What follows belongs to an exercise in optimizing a design on an open flow for small area, a short achievable clock period and few clock cycles; a production flow would make more cautious choices. Where RTL was checked, it was by simulation tests only, not by an equivalence proof against the original. Only the layout flow was run in runs 1 and 2; the RTL was not checked for function there. Power and IR drop assume default switching activity.

==> design.v <==
module addsub16 (
	input  logic [15:0] a,
	input  logic [15:0] bb,
	input  logic        sub,
	output logic [15:0] s,
	output logic        zero);    
	logic [15:0] p, g, k, c;
	xor16 px (.a(a), .b(bb), .o(p));
	and16 gx (.a(a), .b(bb), .o(g));
	or16  kx (.a(a), .b(bb), .o(k));
	prefix16 pf (.p(p), .g(g), .cin(sub), .c(c));
	xor16 sx (.a(p), .b(c), .o(s));
	assign zero = ~|(p ^ {k[14:0], sub});
endmodule
module xor16 (input logic [15:0] a, input logic [15:0] b, output logic [15:0] o);
	assign o = a ^ b;
endmodule
module and16 (input logic [15:0] a, input logic [15:0] b, output logic [15:0] o);
	assign o = a & b;
endmodule
module or16 (input logic [15:0] a, input logic [15:0] b, output logic [15:0] o);
	assign o = a | b;
endmodule
module prefix16 (
	input  logic [15:0] p,
	input  logic [15:0] g,
	input  logic        cin,
	output logic [15:0] c);
	logic [15:0] g0, g1, p1, g2, p2, g3, p3, g4;
	assign g0 = {g[15:1], g[0] | (p[0] & cin)};
	genvar i;
	generate
		for (i = 0; i < 16; i = i + 1) begin : pfx
			if (i >= 1) begin
				assign g1[i] = g0[i] | (p[i] & g0[i-1]);
				assign p1[i] = p[i] & p[i-1];
			end else begin
				assign g1[i] = g0[i];
				assign p1[i] = p[i];
			end
			if (i >= 2) begin
				assign g2[i] = g1[i] | (p1[i] & g1[i-2]);
				assign p2[i] = p1[i] & p1[i-2];
			end else begin
				assign g2[i] = g1[i];
				assign p2[i] = p1[i];
			end
			if (i >= 4) begin
				assign g3[i] = g2[i] | (p2[i] & g2[i-4]);
				assign p3[i] = p2[i] & p2[i-4];
			end else begin
				assign g3[i] = g2[i];
				assign p3[i] = p2[i];
			end
			if (i >= 8) assign g4[i] = g3[i] | (p3[i] & g3[i-8]);
			else        assign g4[i] = g3[i];
		end
	endgenerate
	assign c = {g4[14:0], cin};
endmodule
module pcadd (
	input  logic [9:0] pc,
	input  logic [7:0] d,
	output logic [9:0] pc_inc,
	output logic [9:0] pc_jmp);
	logic [9:0] p, g, c;
	assign pc_inc = pc + 10'd1;
	xor10 px (.a(pc), .b({2'b00, d}), .o(p));
	and10 gx (.a(pc), .b({2'b00, d}), .o(g));
	prefix10 pf (.p(p), .g(g), .c(c));
	xor10 sx (.a(p), .b(c), .o(pc_jmp));
endmodule
module xor10 (input logic [9:0] a, input logic [9:0] b, output logic [9:0] o);
	assign o = a ^ b;
endmodule
module and10 (input logic [9:0] a, input logic [9:0] b, output logic [9:0] o);
	assign o = a & b;
endmodule
module prefix10 (
	input  logic [9:0] p,
	input  logic [9:0] g,
	output logic [9:0] c);
	logic [9:0] g1, p1, g2, p2, g3, p3, g4;
	genvar i;
	generate
		for (i = 0; i < 10; i = i + 1) begin : pfx
			if (i >= 1) begin
				assign g1[i] = g[i] | (p[i] & g[i-1]);
				assign p1[i] = p[i] & p[i-1];
			end else begin
				assign g1[i] = g[i];
				assign p1[i] = p[i];
			end
			if (i >= 2) begin
				assign g2[i] = g1[i] | (p1[i] & g1[i-2]);
				assign p2[i] = p1[i] & p1[i-2];
			end else begin
				assign g2[i] = g1[i];
				assign p2[i] = p1[i];
			end
			if (i >= 4) begin
				assign g3[i] = g2[i] | (p2[i] & g2[i-4]);
				assign p3[i] = p2[i] & p2[i-4];
			end else begin
				assign g3[i] = g2[i];
				assign p3[i] = p2[i];
			end
			if (i >= 8) assign g4[i] = g3[i] | (p3[i] & g3[i-8]);
			else        assign g4[i] = g3[i];
		end
	endgenerate
	assign c = {g4[8:0], 1'b0};
endmodule
module neg16 (
	input  logic [15:0] a,
	output logic [15:0] n);
	logic [15:0] lo;    
	genvar i;
	generate
		for (i = 0; i < 16; i = i + 1) begin : b
			if (i == 0) assign lo[i] = 1'b0;
			else        assign lo[i] = |a[i-1:0];
		end
	endgenerate
	assign n = a ^ lo;
endmodule
module mux16 (
	input  logic        s,
	input  logic [15:0] a,
	input  logic [15:0] b,
	output logic [15:0] o);
	assign o = s ? a : b;
endmodule
module rdmux (
	input  logic [255:0] regs,
	input  logic [15:0]  sel,
	output logic [15:0]  o);
	always_comb begin
		o = '0;
		for (int r = 0; r < 16; r++)
			o = o | (regs[16*r +: 16] & {16{sel[r]}});
	end
endmodule
module simplecpu (
	input  logic        rst,
	input  logic        clk,
	output logic [9:0]  pc,
	input  logic [15:0] inst,
	output logic [7:0]  d_addr,
	output logic        d_wr,
	output logic [15:0] d_wdata,
	input  logic [15:0] d_rdata,
	output logic        halted);
	logic [9:0]   pc_q;
	logic         f_halt;             
	logic [255:0] regs;               
	logic [15:0]  valid;              
	logic [15:0]  nz;                 
	logic         r_we, r_st, r_halt;
	logic         r_mem, r_not, r_sub, r_dsel, r_loc;
	logic         r_afwd, r_bfwd;     
	logic [3:0]   r_wa;
	logic [15:0]  r_psel, r_qsel;     
	logic [7:0]   r_d;                
	logic         x_we, x_st, x_halt, x_cin;
	logic [3:0]   x_wa;
	logic [15:0]  x_a, x_b;
	logic [15:0]  sum;                
	logic         sum_zero;
	logic [3:0]  op, ra, pa;
	logic [7:0]  d;
	logic        is_jmp, is_jmz, is_halt, is_mem, is_st, is_dsel, is_azero, writes;
	logic        r_hit, x_hit, z_ra, stall, taken, hold, f_ok;
	logic [9:0]  pc_inc, pc_jmp;
	assign op = inst[15:12];
	assign ra = inst[11:8];
	assign d  = inst[7:0];
	assign is_halt  = op[3];
	assign is_jmp   = (op == 4'h7);
	assign is_jmz   = (op == 4'h5);
	assign is_st    = (op[2:0] == 3'h1);
	assign is_mem   = (op[2:0] == 3'h0) | (op[2:0] == 3'h6);                  
	assign is_dsel  = (op[2:0] == 3'h3) | is_st;                             
	assign is_azero = (op[2:0] == 3'h3) | is_mem;                            
	assign writes   = is_mem | (op[2:0] == 3'h2) | (op[2:0] == 3'h3) | (op[2:0] == 3'h4);
	assign pa       = is_st ? ra : inst[7:4];
	assign r_hit = r_we & (r_wa == ra);
	assign x_hit = x_we & (x_wa == ra);
	assign z_ra  = r_hit ? (r_d == 8'h00) : x_hit ? sum_zero : ~nz[ra];
	assign stall = (is_jmz & r_hit & ~r_loc) | (is_mem & r_st);
	assign taken = is_jmp | (is_jmz & z_ra);
	assign hold  = f_halt | is_halt | stall;
	assign f_ok  = ~f_halt & ~is_halt & ~stall;
	pcadd pcadd (.pc(pc_q), .d(d), .pc_inc(pc_inc), .pc_jmp(pc_jmp));
	always_ff @(posedge clk) begin
		if (rst) begin
			pc_q   <= '0;
			f_halt <= 1'b0;
		end else begin
			if (~hold) pc_q <= taken ? pc_jmp : pc_inc;
			if (is_halt) f_halt <= 1'b1;
		end
	end
	logic [15:0] valid_nxt;
	assign valid_nxt = valid | ({15'h0000, x_we} << x_wa);
	always_ff @(posedge clk) begin
		if (rst) begin
			r_we   <= 1'b0;
			r_st   <= 1'b0;
			r_halt <= 1'b0;
		end else begin
			r_we   <= f_ok & ~op[3] & writes;
			r_st   <= f_ok & (op == 4'h1);
			r_halt <= f_halt | is_halt;
		end
	end
	always_ff @(posedge clk) begin
		r_mem   <= is_mem;
		r_not   <= (op[2:0] == 3'h6);
		r_sub   <= (op[2:0] == 3'h4);
		r_loc   <= (op[2:0] == 3'h3);
		r_dsel  <= is_dsel;
		r_psel  <= is_azero ? 16'h0000 : (valid_nxt & (16'h0001 << pa));
		r_qsel  <= valid_nxt & (16'h0001 << inst[3:0]);
		r_wa    <= ra;
		r_d     <= d;
		r_afwd  <= r_we & (r_wa == pa) & ~is_azero;
		r_bfwd  <= r_we & (r_wa == inst[3:0]) & ~is_dsel & ~is_mem;
	end
	logic [7:0] d_addr_q;
	always_ff @(posedge clk)
		d_addr_q <= (r_st & ~rst) ? r_d : d;
	logic [15:0] p_rd, q_rd, a_nxt, b_nxt, b_rd;
	rdmux pmux (.regs(regs), .sel(r_psel), .o(p_rd));
	rdmux qmux (.regs(regs), .sel(r_qsel), .o(q_rd));
	assign b_rd = r_mem  ? ({16{r_not}} ^ d_rdata) :
	              r_dsel ? {8'h00, r_d} : ({16{r_sub}} ^ q_rd);
	mux16 amux (.s(r_afwd), .a(sum), .b(p_rd), .o(a_nxt));
	mux16 bmux (.s(r_bfwd), .a(sum ^ {16{r_sub}}), .b(b_rd), .o(b_nxt));
	always_ff @(posedge clk) begin
		if (rst) begin
			x_we   <= 1'b0;
			x_st   <= 1'b0;
			x_halt <= 1'b0;
		end else begin
			x_we   <= r_we;
			x_st   <= r_st;
			x_halt <= r_halt;
		end
	end
	always_ff @(posedge clk) begin
		x_cin <= r_sub | r_not;
		x_wa  <= r_wa;
		x_a   <= a_nxt;
		x_b   <= b_nxt;
	end
	addsub16 alu (.a(x_a), .bb(x_b), .sub(x_cin), .s(sum), .zero(sum_zero));
	always_ff @(posedge clk) begin
		if (rst) begin
			valid <= '0;
			nz    <= '0;
		end else if (x_we) begin
			valid[x_wa] <= 1'b1;
			nz[x_wa]    <= ~sum_zero;
		end
	end
	genvar g;
	generate
		for (g = 0; g < 16; g = g + 1) begin : rf
			always_ff @(posedge clk)
				if (x_we && x_wa == g) regs[16*g +: 16] <= sum;
		end
	endgenerate
	assign pc      = pc_q;
	assign d_addr  = d_addr_q;
	assign d_wr    = x_st;
	assign d_wdata = x_a;
	assign halted  = x_halt;
endmodule
==> flow/run.sh <==
#!/bin/bash
# Standard ORFS layout (the standard.sh, synthesis unchanged), except that the
# input/output port buffers are sky130_fd_sc_hd__buf_2 cells instead of the default
# pick (a slow delay buffer). ORFS keeps each step's log under orfs/logs/; make's
# own output goes to standard.log here.
set -euo pipefail
bash standard.sh "BUFFER_PORTS_ARGS=-buffer_cell sky130_fd_sc_hd__buf_2" finish > standard.log 2>&1
==> standard.sh <==
#!/bin/bash
# synth_recipe.tcl (not shown) runs the flow's synth.tcl, then flattens the netlist and writes it again
# the make line also repeats each setting of config.mk as NAME=value (left out here)
make -C /OpenROAD-flow-scripts/flow DESIGN_CONFIG=/design/flow/config.mk WORK_HOME=/design/flow/orfs CLKGATE_MAP_FILE= SYNTH_SCRIPT=/design/flow/synth_recipe.tcl "${@:-finish}"
==> config.mk <==
export PLATFORM = sky130hd
export DESIGN_NAME = simplecpu
export DESIGN_NICKNAME = simplecpu
export VERILOG_FILES = /design/flow/design.v
export SDC_FILE = /design/flow/constraint.sdc
export NUM_CORES = 4
export LEC_CHECK = 0
export CAP_MARGIN = 20
export CORE_MARGIN = 2
export CORE_UTILIZATION = 60
export PLACE_DENSITY = 0.75
export SETUP_SLACK_MARGIN = 3.9
export SLEW_MARGIN = 20
export SYNTH_HIERARCHICAL = 1
==> constraint.sdc <==
create_clock -name core_clock -period 7.0 [get_ports {clk}]
set_input_delay 1.4000 -clock core_clock [delete_from_list [all_inputs] [get_ports {clk}]]
set_output_delay 1.4000 -clock core_clock [all_outputs]
set_load 0.01 [all_outputs]
==> impl_results.md, run 1 <==
- Status: finished clean
- Worst VDD drop: 0.197 mV
- Post-DRT Antenna Nets: 0
- WP data arrival: 3420 ps
- Pwr dens: 257 nW/um2
- Layout area overhead: 9.59%
- CTS Hold Bufs: 0
- Total number of vias: 12900
- Starting Density: 0.605
- CTS tree: done
- Setup ws final: 4000 ps
- Crit share post-route: 0.429
- Clock-pin transition on the worst setup and hold timing paths: 60 ps
- DR WL/cell: 25.5 um
- Total core area: 30400 um2
- Crit path largest cell delay: 520 ps
- First-pass GRT wire length: 72.6 mm
- Port bufs: 69
- Maximum net fanout on the critical path: 11
- Drt first pass iters: 6
- HPWL after DPL: 32.4 mm
- Max_cap viols: 0
- Fraction of layout cells with a size suffix above 1: 0.153
- Netlist Area Pre-Place: 18400 um2
- Ant diodes: 0
- Crit-path slowest cell: mux4_2
- Root Driver: clkbuf_16
- # DRC: 0
- Post-Synthesis Cells: 1452
- Clk latency of the worst-skew pair: 540 ps
- Iter 0 DRT Violations: 1266
- Max Freq: 333 MHz
- Tot GR Track Use: 0.302
- Post-Route Setup TNS: 0 ps
- Final Setup Violations: 0
- Syn_area_per_cell: 12.7 um2
- Crit path kind: in -> reg
- WL final: 48.8 mm
- Cts bufs inserted: 41
- Die width: 179 um
- RSZ-0062 raised after global routing: false
- Final hold violations: 0
- Vias in the first global route: 12400
- Layout Nets: 1523
- Sink Count: 401
- Pin count of the biggest net entering global routing: 40
- Slew HR: 0.261
- Startpoint class of the critical path: input pin
- Pre-CTS WS: 3380 ps
- Die Area: 32100 um2
- Worst slew pin tran: 1110 ps
- WP data required: 7420 ps
- Minimum clock period: 3000 ps
- Htree depth: 2
- Layout Skew: 16.4 ps
- Worst setup EP type: flip-flop
- Placer Congestion: 0.924
- Syn. warnings: 8
- Worst hold path type: reg -> reg
- Clk buf depth: 3
- Initial antenna violation count: 0
- Vias/cell: 6.76
- Die Ht: 179 um
- Boundary pin count: 70
- Max Slew Vio Count: 0
- Total global routing overflow: 0
- Site Rows: 64
- Crit path cell chain: buf_2 > mux4_2 > mux2_2 > nand2_1 > a311oi_1 > buf_4 > or2_1 > a221o_1
- Leakage power: 0.00741 uW
[stage by stage]
stage / std cells / cell area [um2] / power, uW / utilization / hold WS (ps)
floorplan: 1454 / 18400 / 2890 / - / 397
global placement: 1834 / 18700 / 3000 / 0.616 / 428
detailed placement: 1834 / 18700 / 3010 / 0.616 / 433
CTS: 1912 / 20100 / 5190 / 0.662 / 445
global route: 1912 / 20200 / 5330 / 0.663 / 464
finish: 1912 / 20200 / 5190 / 0.663 / 444
[per-layer routing]
layer | vias to the layer above | part of all wire | GRT usage
met5 | - | 0 | 0
met4 | 0 | 0.054 | 0.159
met3 | 149 | 0.068 | 0.0420
met2 | 703 | 0.49 | 0.500
met1 | 6331 | 0.39 | 0.387
li1 | 5750 | - | -
[registers in the layout, summed over array words and instances (netlist names), 4 cells and up]
signal,flops
regs,256
nz,16
r_psel,16
r_qsel,16
valid,16
x_a,16
x_b,16
pc_q,10
d_addr_q,8
r_d,8
r_wa,4
x_wa,4
[power by group]
part / leakage, uW / switching [uW] / internal [uW]
combinational: 0.00321 / 222 / 128
clock: 0.000679 / 909 / 1310
sequential: 0.00352 / 38.3 / 2580
[cells in the final DEF (no fill, tap or decap), types with 11 or more instances in the layout]
cell type / count
a21o_1: 12
nand2b_1: 12
and3_1: 15
nor2_1: 77
nand4_1: 38
buf_2: 69
dfxtp_1: 144
inv_1: 23
a221o_1: 11
xnor2_1: 46
mux2_2: 22
a221oi_1: 126
or2_1: 17
mux2_4: 20
a22oi_1: 12
buf_4: 27
nor3_1: 35
clkbuf_16: 43
edfxtp_1: 256
nand2_1: 36
a22o_1: 138
xor2_1: 97
and2_1: 27
a21oi_1: 51
nor4b_1: 12
a211oi_1: 12
nand3_1: 11
[worst max-delay path, delay by kind of cell]
kind	cells	cell delay, ps
AO/OA/AOI/OAI	2	420
buffers and inverters	2	390
multiplexers	2	790
AND/OR/NAND/NOR	2	410
[worst paths after layout]
path	depth (start not counted)	from	slack [ps]	end
worst min-delay path	0	r_wa[3]$_DFF_P_	440	x_wa[3]$_DFF_P_
worst max register to register	10	x_a[6]$_DFF_P_	4000	pc_q[8]$_SDFFE_PP0N_
worst max-delay path	8	inst[9]	4000	pc_q[8]$_SDFFE_PP0N_
worst min register to register	0	r_wa[3]$_DFF_P_	440	x_wa[3]$_DFF_P_
[final cells by class]
class | instances | area (um2)
timing repair buffer | 96 | 548
inverter | 23 | 86.3
sequential | 401 | 10600
clock buffer | 55 | 1150
multi-input combinational | 920 | 7070
fill | 2229 | 10300
clock inverter | 21 | 223
tap | 396 | 495
[timing repair]
item | in CTS | in global routing
resized for setup | 1 | 6
pin swaps | 1 | 0
setup buffers | 2 | 0
setup endpoints to repair | 10 | 10
==> inputs of run 2 (changes only) <==
--- a/config.mk
+++ b/config.mk
@@ -9,5 +9,5 @@
 export CORE_MARGIN = 2
-export CORE_UTILIZATION = 60
-export PLACE_DENSITY = 0.75
-export SETUP_SLACK_MARGIN = 3.9
+export CORE_UTILIZATION = 40
+export PLACE_DENSITY = 0.6
+export SETUP_SLACK_MARGIN = 4.3
 export SLEW_MARGIN = 20
==> run 2 against run 1 <==
Worst hold slack better by 8.1 ps. First-iteration DRC count is 18% lower. Die area is 49% higher. Synthesized cell count stayed put. Largest power group unchanged. Fmax is 8.8% higher. Area after synthesis stayed put. Clock power hardly changed. Critical path type unchanged. Flip-flop and latch count stayed put. Sequential share of layout area is 2.1 points lower. Core utilization is 20 points lower. Still clean.
==> impl_results.md, run 2 <==
- Status: finished clean (unchanged)
- Layout area overhead: 14.2% (was 9.59%)
- Worst hold start: r_halt$_SDFF_PP0_ (was r_wa[3]$_DFF_P_)
- Post-DRT Antenna Nets: 0 (unchanged)
- Slew HR: 0.256 (was 0.261)
- Post-Synthesis Cells: 1452 (unchanged)
- Worst slew pin tran: 1110 ps (about the same)
- Boundary pin count: 70 (unchanged)
- CP startpoint: inst[9] (unchanged)
- Ant diodes: 0 (unchanged)
- WL final: 51.0 mm (was 48.8 mm)
- Worst setup EP type: flip-flop (unchanged)
- Minimum clock period: 2760 ps (was 3000 ps)
- Starting Density: 0.406 (was 0.605)
- Final hold violations: 0 (unchanged)
- Total global routing overflow: 0 (unchanged)
- Leading cell types in the layout, fill and taps excluded: edfxtp_1, a22o_1, dfxtp_1 (was edfxtp_1, dfxtp_1, a22o_1)
- Netlist Area Pre-Place: 18400 um2 (unchanged)
- Startpoint class of the critical path: input pin (unchanged)
- Sink Count: 401 (unchanged)
- Number of flip-flops in the largest register: 256 (unchanged)
- Final Setup Violations: 0 (unchanged)
- Pin count of the biggest net entering global routing: 40 (unchanged)
- Layout Nets: 1541 (was 1523)
- Clock-pin transition on the worst setup and hold timing paths: 60 ps (about the same)
- Syn_area_per_cell: 12.7 um2 (unchanged)
- Worst r2r src: x_b[9]$_DFF_P_ (was x_a[6]$_DFF_P_)
- Inst Count DP: 2036 (was 1834)
- RSZ-0062 raised after global routing: true (was false)
- Most common cell after layout, fill and taps aside: edfxtp_1 (unchanged)
- Max Slew Vio Count: 0 (unchanged)
- Port bufs: 69 (unchanged)
- Clk latency of the worst-skew pair: 540 ps (about the same)
- Count of non-filler cells in the finished layout: 2132 (was 1912)
- First-pass GRT wire length: 76.4 mm (was 72.6 mm)
- Syn. warnings: 8 (unchanged)
- CTS Hold Bufs: 0 (unchanged)
- Root Driver: clkbuf_16 (unchanged)
- Max_cap viols: 0 (unchanged)
- Drt first pass iters: 5 (was 6)
- Die Area: 47700 um2 (was 32100 um2)
- Cts bufs inserted: 40 (was 41)
- DR WL/cell: 23.9 um (was 25.5 um)
- Die width: 219 um (was 179 um)
- Worst VDD drop: 0.158 mV (was 0.197 mV)
- Worst hold path type: reg -> reg (unchanged)
- Initial antenna violation count: 0 (unchanged)
- Max Freq: 362 MHz (was 333 MHz)
- Total core area: 45400 um2 (was 30400 um2)
- Maximum net fanout on the critical path: 5 (was 11)
- Final core utilization: 0.463 (was 0.663)
- HPWL after DPL: 34.8 mm (was 32.4 mm)
- Iter 0 DRT Violations: 1042 (was 1266)
- Leakage power: 0.00756 uW (was 0.00741 uW)
- Clk buf depth: 3 (unchanged)
- Total number of vias: 12800 (was 12900)
- # DRC: 0 (unchanged)
- Final Hold Slack: 452 ps (was 444 ps)
- Crit path kind: in -> reg (unchanged)
- Post-layout instance area: 21000 um2 (was 20200 um2)
- Htree depth: 2 (unchanged)
- CTS tree: done (unchanged)
- Vias/cell: 6.00 (was 6.76)
- Largest reg by FF count: regs (unchanged)
- Site Rows: 78 (was 64)
- Tot GR Track Use: 0.209 (was 0.302)
- Vias in the first global route: 12600 (was 12400)
- Post-Route Setup TNS: 0 ps (unchanged)
- Cell Area, Placed: 19000 um2 (was 18700 um2)
- Layout Skew: 11.7 ps (was 16.4 ps)
- WP data required: 7420 ps (about the same)
- Placer Congestion: 0.933 (was 0.924)
- Crit share post-route: 0.394 (was 0.429)
- Die Ht: 219 um (was 179 um)
- WP data arrival: 3180 ps (was 3420 ps)
- Pwr dens: 248 nW/um2 (was 257 nW/um2)
- Fraction of layout cells with a size suffix above 1: 0.201 (was 0.153)
run 2: stage by stage:
| step | setup slack, ps | total power, uW |
|---|---|---|
| after global placement | 3360 | 3010 |
| after detailed placement | 3310 | 3010 |
| after global routing | 4160 | 5380 |
| after floorplan | 3880 | 2890 |
| final | 4240 | 5220 |
| after CTS | 4250 | 5220 |
run 2: final timing paths:
path | end | slack [ps] | cells past startpoint
min | x_halt$_SDFF_PP0_ | 450 | 1
min reg2reg | x_halt$_SDFF_PP0_ | 450 | 1
max | pc_q[0]$_SDFFE_PP0N_ | 4240 | 8
max reg2reg | pc_q[0]$_SDFFE_PP0N_ | 4260 | 10
run 2: what timing repair did:
item / CTS / global route
pin swaps: 13 / 7
setup endpoints to repair: 71 / 63
buffers inserted: 10 / 12
gates cloned: 1 / 0
gates resized for setup: 55 / 40
run 2: cell type report:
cell class | count | area [um2]
Inverter | 23 | 86.3
Fill cell | 4085 | 24400
Sequential cell | 401 | 10600
Timing Repair Buffer | 114 | 722
Tap cell | 600 | 751
Clock buffer | 50 | 1090
Multi-Input combinational cell | 921 | 7530
Clock inverter | 23 | 240
run 2: where the power goes:
part	internal, uW	switching [uW]	total [uW]	leakage [uW]
sequential	2580	47.7	2630	0.00352
clock	1290	907	2200	0.000645
combinational	157	234	391	0.00339
total	4030	1190	5220	0.00756
run 2: worst max-delay path, stage by stage:
cell and delay (ps):
buf_12 80, mux4_2 480, mux2_4 280, nand2_2 70
a311oi_2 100, buf_4 180, or2_4 280, a221o_1 320
run 2: routing by layer:
layer | global-route usage | up-vias | part of all wire
met3 | 0.0235 | 120 | 0.046
met1 | 0.278 | 6457 | 0.43
met5 | 0 | - | 0
met2 | 0.351 | 457 | 0.49
met4 | 0.0789 | 0 | 0.039
li1 | - | 5758 | -
==> inputs of run 3 (changes only) <==
--- a/design.v
+++ b/design.v
@@ -235,6 +235,7 @@
 	rdmux qmux (.regs(regs), .sel(r_qsel), .o(q_rd));
-	assign b_rd = r_mem  ? ({16{r_not}} ^ d_rdata) :
-	              r_dsel ? {8'h00, r_d} : ({16{r_sub}} ^ q_rd);
+	assign b_rd = r_mem ? d_rdata : r_dsel ? {8'h00, r_d} : q_rd;
+	logic [15:0] b_sel;
 	mux16 amux (.s(r_afwd), .a(sum), .b(p_rd), .o(a_nxt));
-	mux16 bmux (.s(r_bfwd), .a(sum ^ {16{r_sub}}), .b(b_rd), .o(b_nxt));
+	mux16 bmux (.s(r_bfwd), .a(sum), .b(b_rd), .o(b_sel));
+	assign b_nxt = b_sel ^ {16{r_sub | r_not}};
 	always_ff @(posedge clk) begin
--- a/config.mk
+++ b/config.mk
@@ -9,4 +9,6 @@
 export CORE_MARGIN = 2
-export CORE_UTILIZATION = 40
-export PLACE_DENSITY = 0.6
+export CORE_UTILIZATION = 60
+export CTS_CLUSTER_DIAMETER = 150
+export CTS_CLUSTER_SIZE = 30
+export PLACE_DENSITY = 0.75
 export SETUP_SLACK_MARGIN = 4.3
==> run 3 against run 2 <==
Worst setup slack gained 97 ps. Largest cell class unchanged. Flip-flop and latch count unchanged. Core utilization increased by 19 points. Wire length decreased by 4.4%. Fmax is 3.6% higher. Count of clock-buffer cells in the layout down 22. Sequential share of layout area is 4.5 points higher. Clock skew increased by 22 ps. Global-route usage up 9.4 points. Final area down 8.3%.
==> impl_results.md, run 3 <==
- Status: finished clean (unchanged)
- Sink Count: 401 (unchanged)
- HPWL after DPL: 32.9 mm (was 34.8 mm)
- Pre-CTS WS: 3600 ps (was 3310 ps)
- Root Driver: clkbuf_16 (unchanged)
- Netlist Area Pre-Place: 18200 um2 (was 18400 um2)
- Count of non-filler cells in the finished layout: 1843 (was 2132)
- # DRC: 0 (unchanged)
- Pin count of the biggest net entering global routing: 40 (unchanged)
- Vias/cell: 6.94 (was 6.00)
- Tot GR Track Use: 0.304 (was 0.209)
- Slew HR: 0.259 (was 0.256)
- WP data arrival: 1260 ps (was 3180 ps)
- First-pass GRT wire length: 72.0 mm (was 76.4 mm)
- Startpoint class of the critical path: flip-flop (was input pin)
- Most common cell after layout, fill and taps aside: edfxtp_1 (unchanged)
- Final Setup Violations: 0 (unchanged)
- Syn. warnings: 8 (unchanged)
- Max_cap viols: 0 (unchanged)
- Crit path largest cell delay: 530 ps (was 480 ps)
- Leakage power: 0.00673 uW (was 0.00756 uW)
- Worst slew pin tran: 1110 ps (about the same)
- Port bufs: 69 (unchanged)
- Layout fillers: 2162 (was 4085)
- CTS Hold Bufs: 0 (unchanged)
- Drt first pass iters: 6 (was 5)
- Fraction of layout cells with a size suffix above 1: 0.147 (was 0.201)
- Boundary pin count: 70 (unchanged)
- Pwr dens: 218 nW/um2 (was 248 nW/um2)
- Leading cell types in the layout, fill and taps excluded: edfxtp_1, a22o_1, dfxtp_1 (unchanged)
- Final hold violations: 0 (unchanged)
- Total global routing overflow: 0 (unchanged)
- Layout Skew: 33.2 ps (was 11.7 ps)
- Number of flip-flops in the largest register: 256 (unchanged)
- Crit path cell chain: buf_2 (was buf_12 > mux4_2 > mux2_4 > nand2_2 > a311oi_2 > buf_4 > or2_4 > a221o_1)
- WP data required: 5600 ps (was 7420 ps)
- FF/Latch Area: 10600 um2 (about the same)
- DR WL/cell: 26.5 um (was 23.9 um)
- Setup ws final: 4340 ps (was 4240 ps)
- Layout Nets: 1483 (was 1541)
- Vias in the first global route: 12000 (was 12600)
- Worst setup EP type: output pin (was flip-flop)
- Worst hold path type: reg -> reg (unchanged)
- Placer Congestion: 0.947 (was 0.933)
- Multi-input gate area: 7050 um2 (was 7530 um2)
- Clk buf depth: 3 (unchanged)
- Max Slew Vio Count: 0 (unchanged)
- Starting Density: 0.611 (was 0.406)
- Top Family by Delay on Critical Path: flip-flops (was multiplexers)
- Die Area: 31700 um2 (was 47700 um2)
- CTS tree: done (unchanged)
- Post-DRT Antenna Nets: 0 (unchanged)
- Total power: 4200 uW (was 5220 uW)
- Worst VDD drop: 0.141 mV (was 0.158 mV)
- Post-Synthesis Cells: 1430 (was 1452)
- Syn_area_per_cell: 12.7 um2 (about the same)
- Die Ht: 178 um (was 219 um)
- Clock-pin transition on the worst setup and hold timing paths: 120 ps (was 60 ps)
- Layout area overhead: 6.15% (was 14.2%)
- Cts bufs inserted: 17 (was 40)
- Final core utilization: 0.649 (was 0.463)
- Site Rows: 63 (was 78)
- Reg2reg setup slack: 4380 ps (was 4260 ps)
- Die width: 178 um (was 219 um)
- Largest reg by FF count: regs (unchanged)
- Inst Count DP: 1810 (was 2036)
- Total number of vias: 12800 (about the same)
- Crit share post-route: 0.380 (was 0.394)
- WL final: 48.8 mm (was 51.0 mm)
- RSZ-0062 raised after global routing: true (unchanged)
- Minimum clock period: 2660 ps (was 2760 ps)
- Crit path buf inv count: 1 (was 2)
- Maximum net fanout on the critical path: 7 (was 5)
- Initial antenna violation count: 0 (unchanged)
- Crit-path slowest cell: dfxtp_1 (was mux4_2)
- Iter 0 DRT Violations: 1589 (was 1042)
- Ant diodes: 0 (unchanged)
- Max Freq: 375 MHz (was 362 MHz)
- Total core area: 29700 um2 (was 45400 um2)
- Crit path kind: reg -> out (was in -> reg)
- Clk latency of the worst-skew pair: 530 ps (was 540 ps)
- Post-Route Setup TNS: 0 ps (unchanged)
- Htree depth: 1 (was 2)
[run 3: area by class of cell]
class                           instances  share of cell area
Clock buffer                           28              0.0242
Sequential cell                       401               0.550
Inverter                               15             0.00292
Timing Repair Buffer                   99              0.0307
Clock inverter                          1             0.00104
Multi-Input combinational cell        909               0.366
Tap cell                              390              0.0253
[run 3: report_power, final]
group          switching, uW  leakage, uW  internal [uW]
Sequential              36.0      0.00351           2590
Clock                    715     0.000232            475
Combinational            245      0.00298            134
[run 3: timing repair]
action                                  4_1_cts  5_1_grt
gates cloned                                  0        1
buffers inserted                              3        0
endpoints found under the setup margin       42      150
resized for setup                             7       28
pin swaps                                     2        4
[run 3: worst paths after layout]
| kind | from | depth (start not counted) | end |
|---|---|---|---|
| min reg2reg | r_wa[3]$_DFF_P_ | 0 | x_wa[3]$_DFF_P_ |
| max reg2reg | x_b[2]$_DFF_P_ | 9 | x_b[13]$_DFF_P_ |
| max | pc_q[6]$_SDFFE_PP0N_ | 1 | pc[6] |
| min | r_wa[3]$_DFF_P_ | 0 | x_wa[3]$_DFF_P_ |
[run 3: stage by stage]
stage / instance area, um2 / hold WS [ps]
final: 19300 / 440
after global routing: 19300 / 455
after CTS: 19100 / 441
after global placement: 18500 / 422
after floorplan: 18300 / 398
after detailed placement: 18600 / 425
[run 3: layer usage]
metal  routed length, um  track usage  vias to the layer above  part of all wire
li1                    -            -                     5602                 -
met1               18700        0.400                     6343              0.38
met2               24200        0.517                      706              0.50
met3                3470       0.0309                      136             0.071
met4                2450        0.125                        0             0.050
met5                   0            0                        -                 0
Testbench counts of run 3, summed over its fixed seeds: cycles 74,821.
==> inputs of run 4 (changes only) <==
--- a/config.mk
+++ b/config.mk
@@ -10,6 +10,4 @@
 export CORE_UTILIZATION = 60
-export CTS_CLUSTER_DIAMETER = 150
-export CTS_CLUSTER_SIZE = 30
 export PLACE_DENSITY = 0.75
-export SETUP_SLACK_MARGIN = 4.3
+export SETUP_SLACK_MARGIN = 4.5
 export SLEW_MARGIN = 20
==> run 4 against run 3 <==
Clock skew shrank 24 ps. Power grew 28%. First-iteration DRC count grew 8.6%. Sequential power is essentially flat. Non-clock buffer count grew 30. Worst setup slack gained 50 ps. Still clean on timing, DRC and antenna. Synthesized cell count is the same. Count of clock-buffer cells in the layout grew 23. Largest cell class unchanged. Combinational power grew 22%. Sequential share of layout area shrank 4.4 points.
==> impl_results.md, run 4 <==
- Most common cell after layout, fill and taps aside: edfxtp_1 (unchanged)
- Pre-CTS WS: 3560 ps (was 3600 ps)
- Clk buf depth: 3 (unchanged)
- CTS Hold Bufs: 0 (unchanged)
- # DRC: 0 (unchanged)
- FF/Latch Area: 10700 um2 (was 10600 um2)
- Final Hold Slack: 433 ps (was 440 ps)
- Post-DRT Antenna Nets: 0 (unchanged)
- Crit path kind: in -> reg (was reg -> out)
- Initial antenna violation count: 0 (unchanged)
- Worst setup EP type: flip-flop (was output pin)
- Post-Route Setup TNS: 0 ps (unchanged)
- Startpoint class of the critical path: input pin (was flip-flop)
- Minimum clock period: 2610 ps (was 2660 ps)
- Placer Congestion: 0.944 (was 0.947)
- Sink Count: 401 (unchanged)
- Root Driver: clkbuf_16 (unchanged)
- Total core area: 29700 um2 (unchanged)
- Total global routing overflow: 0 (unchanged)
- Worst r2r src: x_b[2]$_DFF_P_ (unchanged)
- Die width: 178 um (unchanged)
- Hold endpoint: x_wa[2]$_DFF_P_ (was x_wa[3]$_DFF_P_)
- Final hold violations: 0 (unchanged)
- Multi-input gate area: 7420 um2 (was 7050 um2)
- Max Freq: 383 MHz (was 375 MHz)
- Final core utilization: 0.709 (was 0.649)
- Total power: 5370 uW (was 4200 uW)
- Post-Synthesis Cells: 1430 (unchanged)
- Leading cell types in the layout, fill and taps excluded: edfxtp_1, a22o_1, a221oi_1 (was edfxtp_1, a22o_1, dfxtp_1)
- Setup ws final: 4390 ps (was 4340 ps)
- Port bufs: 69 (unchanged)
- Status: finished clean (unchanged)
- Boundary pin count: 70 (unchanged)
- WP data required: 7440 ps (was 5600 ps)
- Vias/cell: 6.82 (was 6.94)
- Grt peak-use layer: met2 (unchanged)
- Largest reg by FF count: regs (unchanged)
- Met2 usage: 0.509 (was 0.517)
- Layout fillers: 1916 (was 2162)
- Worst hold path type: reg -> reg (unchanged)
- Number of flip-flops in the largest register: 256 (unchanged)
- Hold path depth: 0 (unchanged)
- DR WL/cell: 26.4 um (was 26.5 um)
- WP data arrival: 3060 ps (was 1260 ps)
- Seq pwr share: 0.492 (was 0.626)
- Netlist Area Pre-Place: 18200 um2 (unchanged)
- Ant diodes: 0 (unchanged)
- Drt first pass iters: 5 (was 6)
- Starting Density: 0.611 (unchanged)
- Fraction of layout cells with a size suffix above 1: 0.231 (was 0.147)
- Layout area overhead: 16.0% (was 6.15%)
- Logic pwr share: 0.086 (was 0.090)
- Capturing point of the worst reg2reg path: regs[93]$_DFFE_PP_ (was x_b[13]$_DFF_P_)
- RSZ-0062 raised after global routing: true (unchanged)
- Worst hold start: r_wa[2]$_DFF_P_ (was r_wa[3]$_DFF_P_)
- Net Sw Frac: 0.229 (was 0.237)
- Vias in the first global route: 12500 (was 12000)
- Maximum net fanout on the critical path: 6 (was 7)
- Cell depth of the worst flop-to-flop path: 9 (unchanged)
- Reg2reg setup slack: 4430 ps (was 4380 ps)
- First-pass GRT wire length: 74.1 mm (was 72.0 mm)
- HPWL after DPL: 32.7 mm (was 32.9 mm)
- GRT met3 Usage: 0.0435 (was 0.0309)
- Slew HR: 0.285 (was 0.259)
- Worst VDD drop: 0.179 mV (was 0.141 mV)
- Layout Skew: 9.08 ps (was 33.2 ps)
- Max_cap viols: 0 (unchanged)
- Clk latency of the worst-skew pair: 530 ps (about the same)
- Site Rows: 63 (unchanged)
- Worst slew pin tran: 1070 ps (was 1110 ps)
- Int Power: 4140 uW (was 3200 uW)
- Leakage power: 0.00751 uW (was 0.00673 uW)
- Clk network pwr share: 0.422 (was 0.283)
- Pin count of the biggest net entering global routing: 42 (was 40)
- Max Slew Vio Count: 0 (unchanged)
- Layout Nets: 1541 (was 1483)
- Htree depth: 2 (was 1)
- Pwr dens: 255 nW/um2 (was 218 nW/um2)
- WL final: 50.7 mm (was 48.8 mm)
- Final Setup Violations: 0 (unchanged)
- CTS tree: done (unchanged)
- Die Area: 31700 um2 (unchanged)
- Syn. warnings: 8 (unchanged)
- Iter 0 DRT Violations: 1725 (was 1589)
- Cts bufs inserted: 42 (was 17)
- Grt met1 use: 0.399 (was 0.400)
- Clock-pin transition on the worst setup and hold timing paths: 60 ps (was 120 ps)
- Switch Pwr: 1230 uW (was 996 uW)
- Syn_area_per_cell: 12.7 um2 (unchanged)
- Die Ht: 178 um (unchanged)
- Tot GR Track Use: 0.310 (was 0.304)
- Crit share post-route: 0.373 (was 0.380)
- Total number of vias: 13100 (was 12800)
==> run 4: critical path: stages <==
cell and delay [ps]:
buf_12 90, mux4_2 510, mux2_4 290, nand2_2 60
a311oi_2 110, buf_4 190, or2_4 250, o211ai_1 170
==> run 4: final cells by class <==
| class | count | share of cell area |
|---|---|---|
| Timing Repair Buffer | 129 | 0.0496 |
| Inverter | 15 | 0.00267 |
| Clock inverter | 26 | 0.0138 |
| Multi-Input combinational cell | 912 | 0.352 |
| Tap cell | 390 | 0.0232 |
| Clock buffer | 51 | 0.0527 |
| Sequential cell | 401 | 0.506 |
==> run 4: repair_timing <==
action	in CTS	in global routing
buffers inserted	13	19
gates resized for setup	51	86
endpoints found under the setup margin	201	200
pin swaps	18	27
cloned	4	5
==> run 4: routing by layer <==
metal,up-vias,part of all wire
li1,5751,-
met1,6517,0.38
met2,668,0.49
met3,179,0.063
met4,0,0.065
met5,-,0
==> run 4: how the worst max path moves through the flow <==
stage	start	cells past startpoint	to	slack, ps
CTS	inst[2]	9	pc_q[9]$_SDFFE_PP0N_	4300
floorplan	inst[9]	8	pc_q[0]$_SDFFE_PP0N_	4050
finish	inst[9]	8	pc_q[3]$_SDFFE_PP0N_	4390
global placement	inst[9]	8	pc_q[2]$_SDFFE_PP0N_	3650
detailed placement	inst[9]	8	pc_q[3]$_SDFFE_PP0N_	3560
global route	inst[9]	9	pc_q[7]$_SDFFE_PP0N_	4350
==> run 4: per-stage QoR <==
stage | cells | cell area, um2
2_1_floorplan | 1432 | 18300
3_3_place_gp | 1805 | 18500
3_5_place_dp | 1806 | 18600
6_report | 1924 | 21100
4_1_cts | 1900 | 20400
5_1_grt | 1924 | 21100
==> run 4: power groups by stage <==
stage                     Clock [uW]  Combinational (uW)  Sequential [uW]
final                           2270                 464             2640
after global routing            2380                 494             2640
after CTS                       2280                 386             2640
after detailed placement           0                 349             2680
after global placement             0                 341             2680
after floorplan                    0                 240             2670
==> inputs of run 5 (changes only) <==
--- a/config.mk
+++ b/config.mk
@@ -11,3 +11,3 @@
 export PLACE_DENSITY = 0.75
-export SETUP_SLACK_MARGIN = 4.5
+export SETUP_SLACK_MARGIN = 4.3
 export SLEW_MARGIN = 20
==> run 5 against run 4 <==
Synthesized cell count is the same. Critical endpoint is now pc[0]. Non-clock buffer count down 29. Still clean on timing, DRC and antenna. Final area down 4.4%. Count of clock-buffer cells in the layout grew 5. Global-route usage up 0.099 points. Area after synthesis did not move. Power fell by 3.1%. Flip-flop and latch count unchanged. Worst hold slack improved by 0.76 ps. Clock power decreased by 4%. Largest cell class unchanged.
==> impl_results.md, run 5 <==
- Crit path largest cell delay: 520 ps (was 510 ps)
- Drt first pass iters: 7 (was 5)
- Die Area: 31700 um2 (unchanged)
- WP data required: 5600 ps (was 7440 ps)
- Maximum net fanout on the critical path: 8 (was 6)
- Pwr dens: 258 nW/um2 (was 255 nW/um2)
- Max Slew Vio Count: 0 (unchanged)
- Max Freq: 377 MHz (was 383 MHz)
- Vias in the first global route: 12500 (about the same)
- Syn_area_per_cell: 12.7 um2 (unchanged)
- Pin count of the biggest net entering global routing: 40 (was 42)
- Cts bufs inserted: 42 (unchanged)
- Ant diodes: 0 (unchanged)
- Metal-1 WL: 18.8 mm (was 19.5 mm)
- Post-Synthesis Cells: 1430 (unchanged)
- Clk latency of the worst-skew pair: 540 ps (was 530 ps)
- Largest reg by FF count: regs (unchanged)
- Layout area overhead: 10.9% (was 16.0%)
- Die width: 178 um (unchanged)
- Fraction of layout cells with a size suffix above 1: 0.172 (was 0.231)
- Slew HR: 0.254 (was 0.285)
- Crit share post-route: 0.379 (was 0.373)
- Crit path kind: reg -> out (was in -> reg)
- Total number of vias: 13000 (was 13100)
- Minimum clock period: 2660 ps (was 2610 ps)
- Total power: 5210 uW (was 5370 uW)
- Netlist Area Pre-Place: 18200 um2 (unchanged)
- Final core utilization: 0.678 (was 0.709)
- Max_cap viols: 0 (unchanged)
- Syn. warnings: 8 (unchanged)
- WP data arrival: 1260 ps (was 3060 ps)
- Crit-path slowest cell: dfxtp_1 (was mux4_2)
- Routed wl met2: 24.7 mm (about the same)
- Most common cell after layout, fill and taps aside: edfxtp_1 (unchanged)
- Layout Skew: 17.2 ps (was 9.08 ps)
- Startpoint class of the critical path: flip-flop (was input pin)
- Leading cell types in the layout, fill and taps excluded: edfxtp_1, a22o_1, dfxtp_1 (was edfxtp_1, a22o_1, a221oi_1)
- Vias/cell: 6.87 (was 6.82)
- Final Setup Violations: 0 (unchanged)
- Placer Congestion: 0.947 (was 0.944)
- Post-DRT Antenna Nets: 0 (unchanged)
- Port bufs: 69 (unchanged)
- Tot GR Track Use: 0.311 (was 0.310)
- CTS Hold Bufs: 0 (unchanged)
- First-pass GRT wire length: 73.9 mm (was 74.1 mm)
- Htree depth: 2 (unchanged)
- Worst hold path type: reg -> reg (unchanged)
- Layout Nets: 1509 (was 1541)
- Number of flip-flops in the largest register: 256 (unchanged)
- WL final: 49.9 mm (was 50.7 mm)
- Clock-pin transition on the worst setup and hold timing paths: 60 ps (about the same)
- Worst slew pin tran: 1120 ps (was 1070 ps)
- Post-Route Setup TNS: 0 ps (unchanged)
- DR WL/cell: 26.4 um (about the same)
- Boundary pin count: 70 (unchanged)
- Root Driver: clkbuf_16 (unchanged)
- Total core area: 29700 um2 (unchanged)
- # DRC: 0 (unchanged)
- Initial antenna violation count: 0 (unchanged)
- HPWL after DPL: 32.9 mm (was 32.7 mm)
- Total global routing overflow: 0 (unchanged)
- Top Family by Delay on Critical Path: flip-flops (was multiplexers)
- RSZ-0062 raised after global routing: true (unchanged)
- Sink Count: 401 (unchanged)
- Worst setup EP type: output pin (was flip-flop)
- Clk buf depth: 3 (unchanged)
- Starting Density: 0.611 (unchanged)
- Reg2reg setup slack: 4380 ps (was 4430 ps)
- Iter 0 DRT Violations: 1691 (was 1725)
- Final Hold Slack: 434 ps (was 433 ps)
- Site Rows: 63 (unchanged)
- Metal3 WL: 4.02 mm (was 3.20 mm)
- Leakage power: 0.00717 uW (was 0.00751 uW)
- Status: finished clean (unchanged)
- Final hold violations: 0 (unchanged)
- CTS tree: done (unchanged)
- DR top layer: met4 (unchanged)
- Die Ht: 178 um (unchanged)
- Worst VDD drop: 0.177 mV (was 0.179 mV)
- Crit path cell chain: buf_2 (was buf_12 > mux4_2 > mux2_4 > nand2_2 > a311oi_2 > buf_4 > or2_4 > o211ai_1)
- Crit path buf inv count: 1 (was 2)
[run 5: area by class of cell]
class                   instances  area, um2
flip-flops and latches        401      10600
inverters                      15       56.3
repair buffers                100        597
clock inverters                20        180
fillers                      2071       9570
well taps                     390        488
multi-input cells             909       7040
clock buffers                  56       1190
[run 5: repair_timing]
item                                    in CTS  in global routing
gates resized for setup                      8                 22
pin swaps                                    2                  4
setup buffers                                3                  1
endpoints found under the setup margin      41                146
gates cloned                                 0                  1
endpoints found under the hold margin        0                  0
[run 5: worst paths after layout]
path / start / endpoint / cells after the start
max: pc_q[0]$_SDFFE_PP0N_ / pc[0] / 1
min: r_wa[0]$_DFF_P_ / x_wa[0]$_DFF_P_ / 0
max reg2reg: r_qsel[1]$_DFF_P_ / x_b[10]$_DFF_P_ / 6
min reg2reg: r_wa[0]$_DFF_P_ / x_wa[0]$_DFF_P_ / 0
[run 5: metal layers]
metal,up-vias,global-route usage
li1,5679,-
met1,6388,0.398
met2,782,0.522
met3,141,0.0462
met4,0,0.149
met5,-,0
[run 5: where the power goes]
part	switching, uW	internal, uW	total, uW
Sequential	35.4	2600	2630
Clock	889	1300	2190
Combinational	246	134	380
[run 5: through the flow]
stage	area, um2	setup WS (ps)	cells
finish	20100	4340	1891
CTS	20000	4310	1889
global placement	18500	3660	1809
floorplan	18300	4050	1432
global route	20100	4250	1891
detailed placement	18600	3600	1810
==> inputs of run 6 (changes only) <==
--- a/config.mk
+++ b/config.mk
@@ -10,2 +10,4 @@
 export CORE_UTILIZATION = 60
+export CTS_CLUSTER_DIAMETER = 120
+export CTS_CLUSTER_SIZE = 22
 export PLACE_DENSITY = 0.75
==> run 6 against run 5 <==
Die area did not move. Synthesized cell count did not move. Clock power shrank 37%. Count of clock-buffer cells in the layout fell by 19. Clock skew is 2.3 ps higher. Sequential power barely moved. Combinational power about the same. Critical endpoint is now pc[1]. Largest cell class unchanged. Largest power group unchanged.
==> impl_results.md, run 6 <==
- Pin count of the biggest net entering global routing: 40 (unchanged)
- Number of flip-flops in the largest register: 256 (unchanged)
- Clk latency of the worst-skew pair: 550 ps (was 540 ps)
- Root Driver: clkbuf_16 (unchanged)
- Boundary pin count: 70 (unchanged)
- Final core utilization: 0.654 (was 0.678)
- Post-Route Setup TNS: 0 ps (unchanged)
- Syn_area_per_cell: 12.7 um2 (unchanged)
- Sink Count: 401 (unchanged)
- Crit share post-route: 0.389 (was 0.379)
- Syn. warnings: 8 (unchanged)
- Ant diodes: 0 (unchanged)
- Total core area: 29700 um2 (unchanged)
- Post-DRT Antenna Nets: 0 (unchanged)
- Site Rows: 63 (unchanged)
- Crit path largest cell delay: 580 ps (was 520 ps)
- Reg2reg setup slack: 4390 ps (was 4380 ps)
- Maximum net fanout on the critical path: 7 (was 8)
- Clk network pwr share: 0.314 (was 0.421)
- Int Power: 3350 uW (was 4040 uW)
- Logic pwr share: 0.086 (was 0.073)
- Die Ht: 178 um (unchanged)
- Worst VDD drop: 0.143 mV (was 0.177 mV)
- Total number of vias: 12900 (was 13000)
- Crit path cell chain: buf_2 (unchanged)
- Max Slew Vio Count: 0 (unchanged)
- WP data arrival: 1330 ps (was 1260 ps)
- CTS Hold Bufs: 0 (unchanged)
- Layout fillers: 2130 (was 2071)
- Pwr dens: 226 nW/um2 (was 258 nW/um2)
- Tot GR Track Use: 0.304 (was 0.311)
- Clock-pin transition on the worst setup and hold timing paths: 90 ps (was 60 ps)
- Top Family by Delay on Critical Path: flip-flops (unchanged)
- Placer Congestion: 0.947 (unchanged)
- DR WL/cell: 26.4 um (about the same)
- # DRC: 0 (unchanged)
- Worst hold path type: reg -> reg (unchanged)
- Final Setup Violations: 0 (unchanged)
- RSZ-0062 raised after global routing: true (unchanged)
- Htree depth: 1 (was 2)
- Layout area overhead: 7.00% (was 10.9%)
- Iter 0 DRT Violations: 1693 (was 1691)
- HPWL after DPL: 32.9 mm (unchanged)
- Worst setup EP type: output pin (unchanged)
- Switch Pwr: 1030 uW (was 1170 uW)
- Cts bufs inserted: 22 (was 42)
- Die width: 178 um (unchanged)
- Layout Skew: 19.5 ps (was 17.2 ps)
- Vias in the first global route: 12100 (was 12500)
- Seq pwr share: 0.600 (was 0.506)
- Crit-path slowest cell: dfxtp_1 (unchanged)
- Drt first pass iters: 5 (was 7)
- Multi-input gate area: 7040 um2 (about the same)
- First-pass GRT wire length: 72.2 mm (was 73.9 mm)
- Final Hold Slack: 440 ps (was 434 ps)
- Initial antenna violation count: 0 (unchanged)
- Minimum clock period: 2730 ps (was 2660 ps)
- Clk buf depth: 3 (unchanged)
- Worst slew pin tran: 1130 ps (was 1120 ps)
- WL final: 49.0 mm (was 49.9 mm)
- Crit path kind: reg -> out (unchanged)
- Leakage power: 0.00681 uW (was 0.00717 uW)
- Netlist Area Pre-Place: 18200 um2 (unchanged)
- Net Sw Frac: 0.235 (was 0.225)
- Leading cell types in the layout, fill and taps excluded: edfxtp_1, a22o_1, dfxtp_1 (unchanged)
- Final hold violations: 0 (unchanged)
- Port bufs: 69 (unchanged)
- CTS tree: done (unchanged)
- Max Freq: 367 MHz (was 377 MHz)
- Slew HR: 0.246 (was 0.254)
- Crit path buf inv count: 1 (unchanged)
- Vias/cell: 6.94 (was 6.87)
- Starting Density: 0.611 (unchanged)
- Post-Synthesis Cells: 1430 (unchanged)
- Total global routing overflow: 0 (unchanged)
- Max_cap viols: 0 (unchanged)
- Most common cell after layout, fill and taps aside: edfxtp_1 (unchanged)
- Status: finished clean (unchanged)
- Fraction of layout cells with a size suffix above 1: 0.150 (was 0.172)
- WP data required: 5600 ps (about the same)
- FF/Latch Area: 10600 um2 (unchanged)
- Die Area: 31700 um2 (unchanged)
- Layout Nets: 1489 (was 1509)
- Largest reg by FF count: regs (unchanged)
- Startpoint class of the critical path: flip-flop (unchanged)
[run 6: per-layer routing]
metal,vias up,track usage,wire length [um]
li1,5624,-,-
met1,6378,0.400,18900
met2,718,0.510,24100
met3,146,0.0328,3470
met4,0,0.139,2540
met5,-,0,0
[run 6: final timing paths]
check / end / start / cells after the start
worst max-delay path: pc[1] / pc_q[1]$_SDFFE_PP0N_ / 1
worst min-delay path: x_wa[2]$_DFF_P_ / r_wa[2]$_DFF_P_ / 0
worst max register to register: x_b[13]$_DFF_P_ / x_b[2]$_DFF_P_ / 9
worst min register to register: x_wa[2]$_DFF_P_ / r_wa[2]$_DFF_P_ / 0
[run 6: per-stage QoR]
stage               cell area, um2  total power, uW  cells  setup WS, ps
global placement             18500             3030   1809          3660
CTS                          19300             4360   1851          4270
floorplan                    18300             2910   1432          4050
global route                 19400             4500   1853          4250
detailed placement           18600             3040   1810          3600
finish                       19400             4380   1853          4270
[run 6: final cells by class]
type | instances | area share
tap | 390 | 0.0251
sequential | 401 | 0.545
clock buffer | 37 | 0.0323
inverter | 15 | 0.00290
clock inverter | 1 | 0.00103
multi-input combinational | 909 | 0.362
timing repair buffer | 100 | 0.0308
[run 6: timing repair]
action / 4_1_cts / 5_1_grt
buffers inserted: 3 / 1
resized for setup: 6 / 26
cloned: 0 / 1
setup endpoints to repair: 41 / 139
pin swaps: 2 / 4
[run 6: power groups by stage]
stage | registers [uW] | clock network [uW] | logic [uW]
after global routing | 2630 | 1460 | 408
after global placement | 2680 | 0 | 349
final | 2630 | 1380 | 378
after floorplan | 2670 | 0 | 237
after detailed placement | 2680 | 0 | 357
after CTS | 2620 | 1370 | 367
==> inputs of run 7 (changes only) <==
--- a/design.v
+++ b/design.v
@@ -223,3 +223,3 @@
 		r_psel  <= is_azero ? 16'h0000 : (valid_nxt & (16'h0001 << pa));
-		r_qsel  <= valid_nxt & (16'h0001 << inst[3:0]);
+		r_qsel  <= (is_dsel | is_mem) ? 16'h0000 : (valid_nxt & (16'h0001 << inst[3:0]));
 		r_wa    <= ra;
@@ -235,3 +235,3 @@
 	rdmux qmux (.regs(regs), .sel(r_qsel), .o(q_rd));
-	assign b_rd = r_mem ? d_rdata : r_dsel ? {8'h00, r_d} : q_rd;
+	assign b_rd = q_rd | ({16{r_mem}} & d_rdata) | ({16{r_dsel}} & {8'h00, r_d});
 	logic [15:0] b_sel;
--- a/config.mk
+++ b/config.mk
@@ -10,6 +10,6 @@
 export CORE_UTILIZATION = 60
-export CTS_CLUSTER_DIAMETER = 120
-export CTS_CLUSTER_SIZE = 22
+export CTS_CLUSTER_DIAMETER = 150
+export CTS_CLUSTER_SIZE = 25
 export PLACE_DENSITY = 0.75
-export SETUP_SLACK_MARGIN = 4.3
+export SETUP_SLACK_MARGIN = 4.4
 export SLEW_MARGIN = 20
==> run 7 against run 6 <==
Still clean. Clock power shrank 4%. Count of clock-buffer cells in the layout shrank 2. Cell count shrank 1.3%. Via count shrank 1.6%. Wire length shrank 2.5%. Combinational power grew 3%. Critical path depth grew 7. Register-to-register slack gained 50 ps. Fmax grew 4.5%. Core utilization grew 0.84 points. Largest cell class unchanged.
==> impl_results.md, run 7 <==
- Site Rows: 63 (unchanged)
- Crit path buf inv count: 2 (was 1)
- WP data arrival: 3070 ps (was 1330 ps)
- Worst VDD drop: 0.246 mV (was 0.143 mV)
- Inst Count DP: 1777 (was 1810)
- Port bufs: 69 (unchanged)
- Top Family by Delay on Critical Path: multiplexers (was flip-flops)
- Layout Skew: 35.5 ps (was 19.5 ps)
- Iter 0 DRT Violations: 1448 (was 1693)
- Final hold violations: 0 (unchanged)
- CTS Hold Bufs: 0 (unchanged)
- RSZ-0062 raised after global routing: true (unchanged)
- Crit path kind: in -> reg (was reg -> out)
- Clk latency of the worst-skew pair: 550 ps (about the same)
- Most common cell after layout, fill and taps aside: edfxtp_1 (unchanged)
- Net Sw Frac: 0.237 (was 0.235)
- Htree depth: 1 (unchanged)
- WL final: 47.7 mm (was 49.0 mm)
- Leakage power: 0.00686 uW (was 0.00681 uW)
- Placer Congestion: 0.932 (was 0.947)
- Die Ht: 177 um (was 178 um)
- Multi-input gate area: 7130 um2 (was 7040 um2)
- Initial antenna violation count: 0 (unchanged)
- Crit path largest cell delay: 490 ps (was 580 ps)
- Clk network pwr share: 0.303 (was 0.314)
- Worst hold path type: reg -> reg (unchanged)
- Drt first pass iters: 5 (unchanged)
- Hold path depth: 0 (unchanged)
- Count of non-filler cells in the finished layout: 1828 (was 1853)
- Layout fillers: 2105 (was 2130)
- Int Power: 3320 uW (was 3350 uW)
- Minimum clock period: 2610 ps (was 2730 ps)
- Die width: 177 um (was 178 um)
- Largest reg by FF count: regs (unchanged)
- Die Area: 31400 um2 (was 31700 um2)
- HPWL after DPL: 32.3 mm (was 32.9 mm)
- Max_cap viols: 0 (unchanged)
- Root Driver: clkbuf_16 (unchanged)
- First-pass GRT wire length: 71.7 mm (was 72.2 mm)
- Layout area overhead: 8.92% (was 7.00%)
- Startpoint class of the critical path: input pin (was flip-flop)
- Switch Pwr: 1030 uW (about the same)
- Pwr dens: 222 nW/um2 (was 226 nW/um2)
- Boundary pin count: 70 (unchanged)
- Number of flip-flops in the largest register: 256 (unchanged)
- Max Freq: 383 MHz (was 367 MHz)
- Clock-pin transition on the worst setup and hold timing paths: 100 ps (was 90 ps)
- Post-Synthesis Cells: 1391 (was 1430)
- Final core utilization: 0.662 (was 0.654)
- CTS tree: done (unchanged)
- Sink Count: 401 (unchanged)
- Post-DRT Antenna Nets: 0 (unchanged)
- Syn_area_per_cell: 12.9 um2 (was 12.7 um2)
- Leading cell types in the layout, fill and taps excluded: edfxtp_1, a22o_1, a221oi_1 (was edfxtp_1, a22o_1, dfxtp_1)
- Fraction of layout cells with a size suffix above 1: 0.181 (was 0.150)
- FF/Latch Area: 10600 um2 (about the same)
- Worst path depth: 8 (was 1)
- Ant diodes: 0 (unchanged)
- Total core area: 29600 um2 (was 29700 um2)
- Post-Route Setup TNS: 0 ps (unchanged)
- Crit path cell chain: buf_12 > mux4_2 > mux2_4 > a21oi_4 > a221o_2 > buf_4 > nand4_1 > o211ai_1 (was buf_2)
- Crit-path slowest cell: mux4_2 (was dfxtp_1)
- Vias in the first global route: 12300 (was 12100)
- Status: finished clean (unchanged)
- Cts bufs inserted: 20 (was 22)
- Worst setup EP type: flip-flop (was output pin)
- Total number of vias: 12700 (was 12900)
- Total global routing overflow: 0 (unchanged)
- DR WL/cell: 26.1 um (was 26.4 um)
- Slew HR: 0.290 (was 0.246)
- Starting Density: 0.608 (was 0.611)
- Tot GR Track Use: 0.300 (was 0.304)
- Netlist Area Pre-Place: 18000 um2 (was 18200 um2)
- Max Slew Vio Count: 0 (unchanged)
- Cell depth of the worst flop-to-flop path: 9 (unchanged)
- Clk buf depth: 3 (unchanged)
- Syn. warnings: 8 (unchanged)
- Crit share post-route: 0.373 (was 0.389)
- # DRC: 0 (unchanged)
- Pin count of the biggest net entering global routing: 40 (unchanged)
- Vias/cell: 6.93 (was 6.94)
- Maximum net fanout on the critical path: 9 (was 7)
- Final Setup Violations: 0 (unchanged)
- Seq pwr share: 0.608 (was 0.600)
- WP data required: 7460 ps (was 5600 ps)
- Worst slew pin tran: 1060 ps (was 1130 ps)
- Layout Nets: 1464 (was 1489)
- Logic pwr share: 0.089 (was 0.086)
[run 7: final timing paths]
kind / start / end / slack [ps]
min reg2reg: r_wa[0]$_DFF_P_ / x_wa[0]$_DFF_P_ / 440
max: inst[8] / pc_q[6]$_SDFFE_PP0N_ / 4390
min: r_wa[0]$_DFF_P_ / x_wa[0]$_DFF_P_ / 440
max reg2reg: x_b[2]$_DFF_P_ / x_b[13]$_DFF_P_ / 4440
[run 7: power groups by stage]
stage | combinational, uW | clock (uW) | sequential, uW
final | 389 | 1320 | 2650
after global routing | 419 | 1400 | 2650
after CTS | 368 | 1330 | 2640
after detailed placement | 346 | 0 | 2690
after global placement | 339 | 0 | 2690
after floorplan | 234 | 0 | 2670
[run 7: final cells by class]
| type | count | area share |
|---|---|---|
| clock buffer | 35 | 0.0295 |
| clock inverter | 1 | 0.00153 |
| inverter | 12 | 0.00230 |
| multi-input combinational | 883 | 0.364 |
| sequential | 401 | 0.542 |
| tap | 390 | 0.0249 |
| timing repair buffer | 106 | 0.0350 |
[run 7: what timing repair did]
action                                  in CTS  in global routing
endpoints found under the setup margin      77                 67
gates resized for setup                     30                 54
setup buffers                                7                  5
cloned                                       2                  1
pin swaps                                    5                 14
[run 7: routing by layer]
layer,global-route usage,part of all wire,wire length [um]
met1,0.383,0.38,18100
met2,0.523,0.51,24300
met3,0.0245,0.061,2940
met4,0.138,0.050,2390
met5,0,0,0
[run 7: metrics by stage]
| stage | setup slack [ps] | area [um2] | total power, uW | hold slack, ps |
|---|---|---|---|---|
| 5_1_grt | 4330 | 19600 | 4470 | 455 |
| 3_5_place_dp | 3380 | 18400 | 3030 | 435 |
| 4_1_cts | 4300 | 19200 | 4330 | 449 |
| 6_report | 4390 | 19600 | 4350 | 445 |
| 3_3_place_gp | 3420 | 18400 | 3030 | 434 |
| 2_1_floorplan | 4050 | 18000 | 2910 | 397 |
Testbench counts of run 7, summed over its fixed seeds: cycles 74,821.
==> inputs of run 8 (changes only) <==
--- a/config.mk
+++ b/config.mk
@@ -11,6 +11,7 @@
 export CTS_CLUSTER_DIAMETER = 150
-export CTS_CLUSTER_SIZE = 25
+export CTS_CLUSTER_SIZE = 30
 export PLACE_DENSITY = 0.75
-export SETUP_SLACK_MARGIN = 4.4
+export SETUP_SLACK_MARGIN = 4.3
 export SLEW_MARGIN = 20
 export SYNTH_HIERARCHICAL = 1
+export TNS_END_PERCENT = 30
==> run 8 against run 7 <==
Count of clock-buffer cells in the layout shrank 7. Still clean. Clock power down 9.8%. Fmax fell by 5.5%. Power down 3.5%. Via count shrank 1.5%. Sequential power is essentially flat. Register-to-register slack got worse by 80 ps. Cell count down 0.66%. Final area fell by 2.1%. Sequential share of layout area rose by 1.1 points. Global-route usage shrank 0.73 points.
==> impl_results.md, run 8 <==
- Status: finished clean (unchanged)
- Boundary pin count: 70 (unchanged)
- CP startpoint: pc_q[3]$_SDFFE_PP0N_ (was inst[8])
- Crit path largest cell delay: 600 ps (was 490 ps)
- Clock-pin transition on the worst setup and hold timing paths: 110 ps (was 100 ps)
- Vias/cell: 6.87 (was 6.93)
- Max Slew Vio Count: 0 (unchanged)
- HPWL after DPL: 31.9 mm (was 32.3 mm)
- Pin count of the biggest net entering global routing: 40 (unchanged)
- Drt first pass iters: 5 (unchanged)
- Ant diodes: 0 (unchanged)
- WL final: 46.7 mm (was 47.7 mm)
- Sink Count: 401 (unchanged)
- Worst setup EP type: output pin (was flip-flop)
- Crit path cell chain: buf_2 (was buf_12 > mux4_2 > mux2_4 > a21oi_4 > a221o_2 > buf_4 > nand4_1 > o211ai_1)
- Post-DRT Antenna Nets: 0 (unchanged)
- Leakage power: 0.00672 uW (was 0.00686 uW)
- Pre-CTS WS: 3360 ps (was 3380 ps)
- Placer Congestion: 0.970 (was 0.932)
- Max_cap viols: 0 (unchanged)
- Crit-path slowest cell: dfxtp_1 (was mux4_2)
- Final Setup Violations: 0 (unchanged)
- Worst r2r src: x_b[2]$_DFF_P_ (unchanged)
- FF/Latch Area: 10600 um2 (about the same)
- Leading cell types in the layout, fill and taps excluded: edfxtp_1, dfxtp_1, a22o_1 (was edfxtp_1, a22o_1, a221oi_1)
- Clk latency of the worst-skew pair: 550 ps (about the same)
- Crit path kind: reg -> out (was in -> reg)
- Crit path buf inv count: 1 (was 2)
- Number of flip-flops in the largest register: 256 (unchanged)
- Capturing point of the worst reg2reg path: x_b[15]$_DFF_P_ (was x_b[13]$_DFF_P_)
- Initial antenna violation count: 0 (unchanged)
- Starting Density: 0.608 (unchanged)
- Crit share post-route: 0.394 (was 0.373)
- Final Hold Slack: 447 ps (was 445 ps)
- Syn_area_per_cell: 12.9 um2 (unchanged)
- Total global routing overflow: 0 (unchanged)
- Final core utilization: 0.648 (was 0.662)
- Worst hold path type: reg -> reg (unchanged)
- WP data arrival: 1360 ps (was 3070 ps)
- DR WL/cell: 25.7 um (was 26.1 um)
- Die width: 177 um (unchanged)
- Fraction of layout cells with a size suffix above 1: 0.155 (was 0.181)
- Largest reg by FF count: regs (unchanged)
- Startpoint class of the critical path: flip-flop (was input pin)
- Max Freq: 362 MHz (was 383 MHz)
- Multi-input gate area: 6930 um2 (was 7130 um2)
- Die Area: 31400 um2 (unchanged)
- # DRC: 0 (unchanged)
- Setup ws final: 4240 ps (was 4390 ps)
- Layout Skew: 32.3 ps (was 35.5 ps)
- WP data required: 5600 ps (was 7460 ps)
- CTS tree: done (unchanged)
- CTS Hold Bufs: 0 (unchanged)
- Worst slew pin tran: 1020 ps (was 1060 ps)
- Vias in the first global route: 11900 (was 12300)
- Maximum net fanout on the critical path: 8 (was 9)
- Cell depth of the worst flop-to-flop path: 10 (was 9)
- Layout area overhead: 6.59% (was 8.92%)
- Pwr dens: 219 nW/um2 (was 222 nW/um2)
- Post-Synthesis Cells: 1391 (unchanged)
- Tot GR Track Use: 0.293 (was 0.300)
- Layout fillers: 2186 (was 2105)
- Iter 0 DRT Violations: 1208 (was 1448)
- Port bufs: 69 (unchanged)
- Top Family by Delay on Critical Path: flip-flops (was multiplexers)
- Most common cell after layout, fill and taps aside: edfxtp_1 (unchanged)
- Htree depth: 1 (unchanged)
- Post-Route Setup TNS: 0 ps (unchanged)
- Worst path depth: 1 (was 8)
- Total number of vias: 12500 (was 12700)
- Syn. warnings: 8 (unchanged)
- Clk buf depth: 3 (unchanged)
- First-pass GRT wire length: 69.2 mm (was 71.7 mm)
- RSZ-0062 raised after global routing: true (unchanged)
- Site Rows: 63 (unchanged)
- Worst setup path end: pc[3] (was pc_q[6]$_SDFFE_PP0N_)
- Cts bufs inserted: 17 (was 20)
- Minimum clock period: 2760 ps (was 2610 ps)
- Reg2reg setup slack: 4360 ps (was 4440 ps)
- Root Driver: clkbuf_16 (unchanged)
- Total core area: 29600 um2 (unchanged)
- Final hold violations: 0 (unchanged)
- Die Ht: 177 um (unchanged)
- Netlist Area Pre-Place: 18000 um2 (unchanged)
- Worst VDD drop: 0.156 mV (was 0.246 mV)
- Layout Nets: 1455 (was 1464)
- Slew HR: 0.321 (was 0.290)
run 8: worst min path at each step:
stage / slack, ps / from / cells past startpoint / end
after floorplan: 400 / r_wa[3]$_DFF_P_ / 0 / x_wa[3]$_DFF_P_
after global placement: 430 / r_wa[1]$_DFF_P_ / 0 / x_wa[1]$_DFF_P_
after detailed placement: 420 / r_wa[1]$_DFF_P_ / 0 / x_wa[1]$_DFF_P_
after CTS: 440 / r_wa[2]$_DFF_P_ / 0 / x_wa[2]$_DFF_P_
after global routing: 450 / r_wa[1]$_DFF_P_ / 0 / x_wa[1]$_DFF_P_
final: 450 / r_wa[1]$_DFF_P_ / 0 / x_wa[1]$_DFF_P_
run 8: per-layer routing:
layer | GRT usage | vias to the layer above | wire length, um
met1 | 0.378 | 6174 | 17900
met2 | 0.503 | 643 | 23300
met3 | 0.0204 | 149 | 2850
met4 | 0.145 | 0 | 2660
met5 | 0 | - | 0
li1 | - | 5503 | -
run 8: cell type report:
cell class	instances	area share
clock buffer	28	0.0244
timing repair buffer	101	0.0318
tap	390	0.0255
sequential	401	0.553
multi-input combinational	882	0.362
inverter	12	0.00235
clock inverter	2	0.00150
run 8: report_power, final:
group	total [uW]	internal [uW]	switching [uW]	leakage (uW)
clock	1190	477	711	0.000237
combinational	371	135	236	0.00297
sequential	2640	2600	42.2	0.00351
total	4200	3210	989	0.00672
run 8: through the flow:
step                instance area (um2)  total power [uW]  cells
floorplan                         18000              2910   1393
global placement                  18300              3030   1776
detailed placement                18400              3030   1776
CTS                               18900              4180   1809
global route                      19200              4310   1816
finish                            19200              4200   1816
run 8: repair_timing:
action,4_1_cts,5_1_grt
cloned,0,2
setup buffers,3,5
hold endpoints to repair,0,0
gates resized for setup,10,26
pin swaps,2,9
setup endpoints to repair,50,94

## re-timing with driven ports
How much do the figures lean on ideal ports? The routed layouts below were timed once more, with nothing changed but the port constraints.
Step 1: set_driving_cell puts a clkbuf_16 on clk and a buf_2 on each other input, an assumption about the parent block.
Step 2 times the ports against the registers' clock, not the clock port: input delays grow and output delays shrink by t, the midpoint of the rising clock arrivals with the driver on.
Slacks: ideal / step 1 / step 2; pairs: ideal / step 1.
run | t (ns) | slack for setup (ns)
run 1 | 0.587 | 3.996 / 3.999 / 3.440
run 2 | 0.592 | 4.240 / 4.199 / 3.642
run 3 | 0.572 | 4.337 / 4.281 / 3.851
run 4 | 0.579 | 4.387 / 4.359 / 3.797
run 5 | 0.586 | 4.345 / 4.289 / 3.804
run 6 | 0.588 | 4.274 / 4.221 / 3.820
run 7 | 0.577 | 4.391 / 4.352 / 3.801
run 8 | 0.582 | 4.240 / 4.189 / 3.797
After both steps every run listed still meets setup and hold.
